This is an optimization exercise on Yosys and OpenROAD, whose aim is small area, a short achievable clock period and few clock cycles per item, not a production implementation.
Function was checked by simulation only, so behaviour that the tests miss may differ from the original.

## SeqMul_70
module SeqMul_70(clk, reset, U0, U1, U2, U3, V0, V1, V2, V3, W, done);
export LEC_CHECK = 0
export CAP_MARGIN = 20
export CELL_PAD_IN_SITES_DETAIL_PLACEMENT = 1
export CELL_PAD_IN_SITES_GLOBAL_PLACEMENT = 1
export CORE_MARGIN = 2
export CORE_UTILIZATION = 40
export CTS_CLUSTER_DIAMETER = 80
export CTS_CLUSTER_SIZE = 30
export PLACE_DENSITY = 0.5
export SLEW_MARGIN = 20
create_clock -name core_clock -period 10.0 [get_ports {clk}]
standard.sh (not shown) runs the stock make flow with config.mk's settings and CLKGATE_MAP_FILE= SYNTH_SCRIPT=/design/flow/synth_recipe.tcl, a recipe that flattens the netlist after the stock synthesis.
==> flow/flow/run.sh <==
#!/bin/bash
# Own flow: the standard layout (standard.sh, ORFS), with these changes:
#  - synthesis and repair may not use the 3-input XOR/XNOR cells (slow in this
#    XOR-heavy design; two 2-input cells are smaller and faster),
#  - the port buffers are buf_2 cells instead of ORFS's default choice,
set -euo pipefail
here=$(pwd)
du=$(make -s -C "$FLOW_HOME" DESIGN_CONFIG="$here/config.mk" WORK_HOME="$here/orfs" print-DONT_USE_CELLS 2>/dev/null | sed -n 's/^DONT_USE_CELLS: //p')
[[ -n "$du" ]] || { echo "could not read DONT_USE_CELLS" >&2; exit 1; }
for c in xor3 xnor3; do for s in 1 2 4; do du="$du sky130_fd_sc_hd__${c}_$s"; done; done
margin=$(cat flow/margin 2>/dev/null || echo 6)
bash standard.sh "DONT_USE_CELLS=$du" "BUFFER_PORTS_ARGS=-buffer_cell sky130_fd_sc_hd__buf_2" \
  "SETUP_SLACK_MARGIN=$margin" finish > standard.log 2>&1
==> flow/flow/margin <==
5.8
The first run produced a clean layout.
Testbench counts at the start, summed over its fixed seeds: cycles 648, items 160.
Next try:
==> flow/flow/margin (replaced) <==
6
Settings changed: GPL_ROUTABILITY_DRIVEN set to 0.
Outcome:
- non-clock buffer count rose by 135
- via count climbs slightly
- cell area rises slightly
- global-route usage is about the same
- clock-buffer cell count came out lower by 6
- die area is unchanged
- utilization climbs by 0.73 points
- synthesized area stays the same
Next try:
Settings changed: CELL_PAD_IN_SITES_DETAIL_PLACEMENT 1 to 0, CELL_PAD_IN_SITES_GLOBAL_PLACEMENT 1 to 0, GPL_ROUTABILITY_DRIVEN 0 to not set.
What happened:
- global-route usage drops by 3.5 points
- wire length shrinks by a little under a tenth
- hold slack loses 0.034 ns
Next try:
Settings changed: CAP_MARGIN 20 to 10, CELL_PAD_IN_SITES_DETAIL_PLACEMENT 0 to 1, CELL_PAD_IN_SITES_GLOBAL_PLACEMENT 0 to 1, SLEW_MARGIN 20 to 10.
Result: Critical path depth shrinks by 3; hold slack gains 0.015 ns; setup slack loses 0.023 ns; synthesized cell count does not change; final area barely changes; synthesized area does not change; wire length grows by about 9%; core utilization hardly moves.

Setup of run A:
SeqMul_70, a different RTL version from the one above (not shown whole).
Size: roughly 19000 cells after synthesis, ~2100 flip-flops, roughly 1100 I/O pins, roughly 0.18 mm2 of cells after synthesis.
clock: 10.0 ns
lec_check: 0
cap_margin: 20
cell_pad_in_sites_detail_placement: 1
cell_pad_in_sites_global_placement: 1
core_margin: 2
core_utilization: 40
place_density: 0.5
setup_slack_margin: 5
slew_margin: 20
==> flow/flow/run.sh <==
#!/bin/bash
set -euo pipefail
bash standard.sh SETUP_SLACK_MARGIN=6.5 finish > standard.log 2>&1
Run A | stages: all done | timing, DRC, antenna: all pass
Testbench counts of run A, summed over its fixed seeds: cycles 640, items 160.
Relative to run A, the following input files were edited for run B:
- clearing SETUP_SLACK_MARGIN, which used to be 5
==> flow/flow/run.sh <==
#!/bin/bash
# Own flow: the standard layout (standard.sh, ORFS), with these changes:
#  - synthesis and repair may not use the 3-input XOR/XNOR cells (slow in this
#    XOR-heavy design; two 2-input cells are smaller and faster),
#  - the port buffers are buf_2 cells instead of ORFS's default choice,
set -euo pipefail
here=$(pwd)
du=$(make -s -C "$FLOW_HOME" DESIGN_CONFIG="$here/config.mk" WORK_HOME="$here/orfs" print-DONT_USE_CELLS 2>/dev/null | sed -n 's/^DONT_USE_CELLS: //p')
[[ -n "$du" ]] || { echo "could not read DONT_USE_CELLS" >&2; exit 1; }
for c in xor3 xnor3; do for s in 1 2 4; do du="$du sky130_fd_sc_hd__${c}_$s"; done; done
margin=$(cat flow/margin 2>/dev/null || echo 6)
bash standard.sh "DONT_USE_CELLS=$du" "BUFFER_PORTS_ARGS=-buffer_cell sky130_fd_sc_hd__buf_2" \
  "SETUP_SLACK_MARGIN=$margin" finish > standard.log 2>&1
==> flow/flow/margin (new file) <==
5
==> comparison <==
Run B: met3 demand-to-capacity share in global routing lower than run A
Re post-CTS setup repair buffer count: run B is 1561 down on run A.
Setup WNS run A -> run B: worse
Changes observed in run B relative to run A: clock insertion delay at the later pin of the skew report increased by 0.07 ns relative to the old numbers, final cell count without fillers decreased by 4.3% relative to the old numbers, minimum clock period increased by 0.72 ns relative to the old numbers.
Per the comparison of run B with run A, mean post-synth cell area dropped 0.62 um2, area used by multi-input combinational logic decreased by 0.026 mm2 relative to the old numbers.
In the flow results for run A and run B, the worst endpoint required time is larger on run B.
| netlist area before placement | run B vs run A | 1.0% lower |

Another version of the RTL of SeqMul_70 (not shown whole).
Size in the first run: ~20000 cells after synthesis, ~1800 flip-flops, roughly 0.17 sq mm of cells after synthesis.
clock: 10.0 ns
lec_check: 0
cap_margin: 20
cell_pad_in_sites_detail_placement: 1
cell_pad_in_sites_global_placement: 1
core_margin: 2
core_utilization: 40
cts_cluster_diameter: 80
cts_cluster_size: 30
place_density: 0.5
slew_margin: 20
==> flow/flow/run.sh <==
#!/bin/bash
# Own flow: the standard layout (standard.sh, ORFS), with these changes:
#  - synthesis and repair may not use the 3-input XOR/XNOR cells (slow in this
#    XOR-heavy design; two 2-input cells are smaller and faster),
#  - the port buffers are buf_2 cells instead of ORFS's default choice,
#  - before the post-placement repair_design, a max-fanout limit (flow/fanout.tcl)
#    so that high-fanout nets get proper buffer trees,
set -euo pipefail
here=$(pwd)
du=$(make -s -C "$FLOW_HOME" DESIGN_CONFIG="$here/config.mk" WORK_HOME="$here/orfs" print-DONT_USE_CELLS 2>/dev/null | sed -n 's/^DONT_USE_CELLS: //p')
[[ -n "$du" ]] || { echo "could not read DONT_USE_CELLS" >&2; exit 1; }
for c in xor3 xnor3; do for s in 1 2 4; do du="$du sky130_fd_sc_hd__${c}_$s"; done; done
margin=$(cat flow/margin 2>/dev/null || echo 6)
extra=()
if [[ -f flow/extra ]]; then while read -r line; do [[ -n "$line" ]] && extra+=("$line"); done < flow/extra; fi
bash standard.sh "DONT_USE_CELLS=$du" "BUFFER_PORTS_ARGS=-buffer_cell sky130_fd_sc_hd__buf_2" \
  "SETUP_SLACK_MARGIN=$margin" "PRE_RESIZE_TCL=$here/flow/fanout.tcl" "${extra[@]}" finish > standard.log 2>&1
==> flow/flow/fanout.tcl <==
# Before repair_design after placement: limit fanout so that high-fanout nets
# (the operand-select nets) are buffered as trees.
set_max_fanout 16 [current_design]
==> flow/flow/margin <==
6
The baseline passed the timing, design-rule and antenna checks.
Testbench counts at the start, summed over its fixed seeds: cycles 648, items 160.
Then changed:
--- a/flow/flow/run.sh
+++ b/flow/flow/run.sh
@@ -6,2 +5,0 @@
-#  - before the post-placement repair_design, a max-fanout limit (flow/fanout.tcl)
-#    so that high-fanout nets get proper buffer trees,
@@ -14,2 +11,0 @@
-extra=()
-if [[ -f flow/extra ]]; then while read -r line; do [[ -n "$line" ]] && extra+=("$line"); done < flow/extra; fi
@@ -17 +13 @@
-  "SETUP_SLACK_MARGIN=$margin" "PRE_RESIZE_TCL=$here/flow/fanout.tcl" "${extra[@]}" finish > standard.log 2>&1
+  "SETUP_SLACK_MARGIN=$margin" finish > standard.log 2>&1
removed: flow/flow/fanout.tcl
The new run passed the timing, design-rule and antenna checks. Synthesized cell count stays the same. Register-to-register slack is better by 0.25 ns. Design area goes down by 1.9%. Sequential share of layout area rose by 0.49 points. Global-route usage is about the same.
Then changed:
- CTS_CLUSTER_DIAMETER: 80 -> default
- CTS_CLUSTER_SIZE: 30 -> default
After rerunning: The new run finished with timing, DRC and antenna clean. Worst hold slack gets better by 0.0051 ns. Sequential share of layout area came out lower by 0.28 points. Flip-flop and latch count is unchanged. Final area came out higher by 1.4%. Core utilization came out higher by 0.74 points.

==> what the ideal ports hide <==
Ports are ideal in the flow. The routed layouts listed here were re-timed in OpenROAD.
Step 1 sets driving cells, clkbuf_16 on the clock port and buf_2 on the other inputs (assumed; they add their load-dependent delay and slew).
Step 2 adds t to the input delays and takes it off the output delays; t is the mean of the earliest and latest rising clock arrival at the registers after step 1. Input paths then give back, and output paths get back, about the clock's delay inside the block.
a / b / c = no drivers / after step 1 / after step 2; a / b = the first two.
run | shift t [ns] | slack for setup (ns) | worst slew at a driven data input, ns | pins driven straight from the clock port
the first run of note 1 | 1.125 | 5.646 / 5.646 / 4.680 | 0.30 | 1
the second run of note 1 | 1.119 | 5.894 / 5.894 / 4.817 | 0.30 | 1
the third run of note 1 | 1.115 | 5.867 / 5.867 / 5.122 | 0.18 | 1
the fourth run of note 1 | 1.102 | 5.844 / 5.844 / 4.886 | 0.30 | 1
run A | 1.139 | 5.538 / 5.538 / 5.326 | 0.36 | 1
run B | 1.157 | 4.817 / 4.817 / 3.869 | 0.24 | 1
the first run of note 3 | 1.075 | 5.592 / 5.592 / 5.532 | 0.35 | 1
the second run of note 3 | 1.076 | 5.843 / 5.843 / 5.262 | 0.39 | 1
the third run of note 3 | 1.108 | 5.858 / 5.858 / 5.345 | 0.39 | 1
After both steps setup and hold are still met in every run listed. The setup slack of the second run of note 1, which loses most, moves by 0.000 ns with the drivers and by -1.077 ns with both steps.
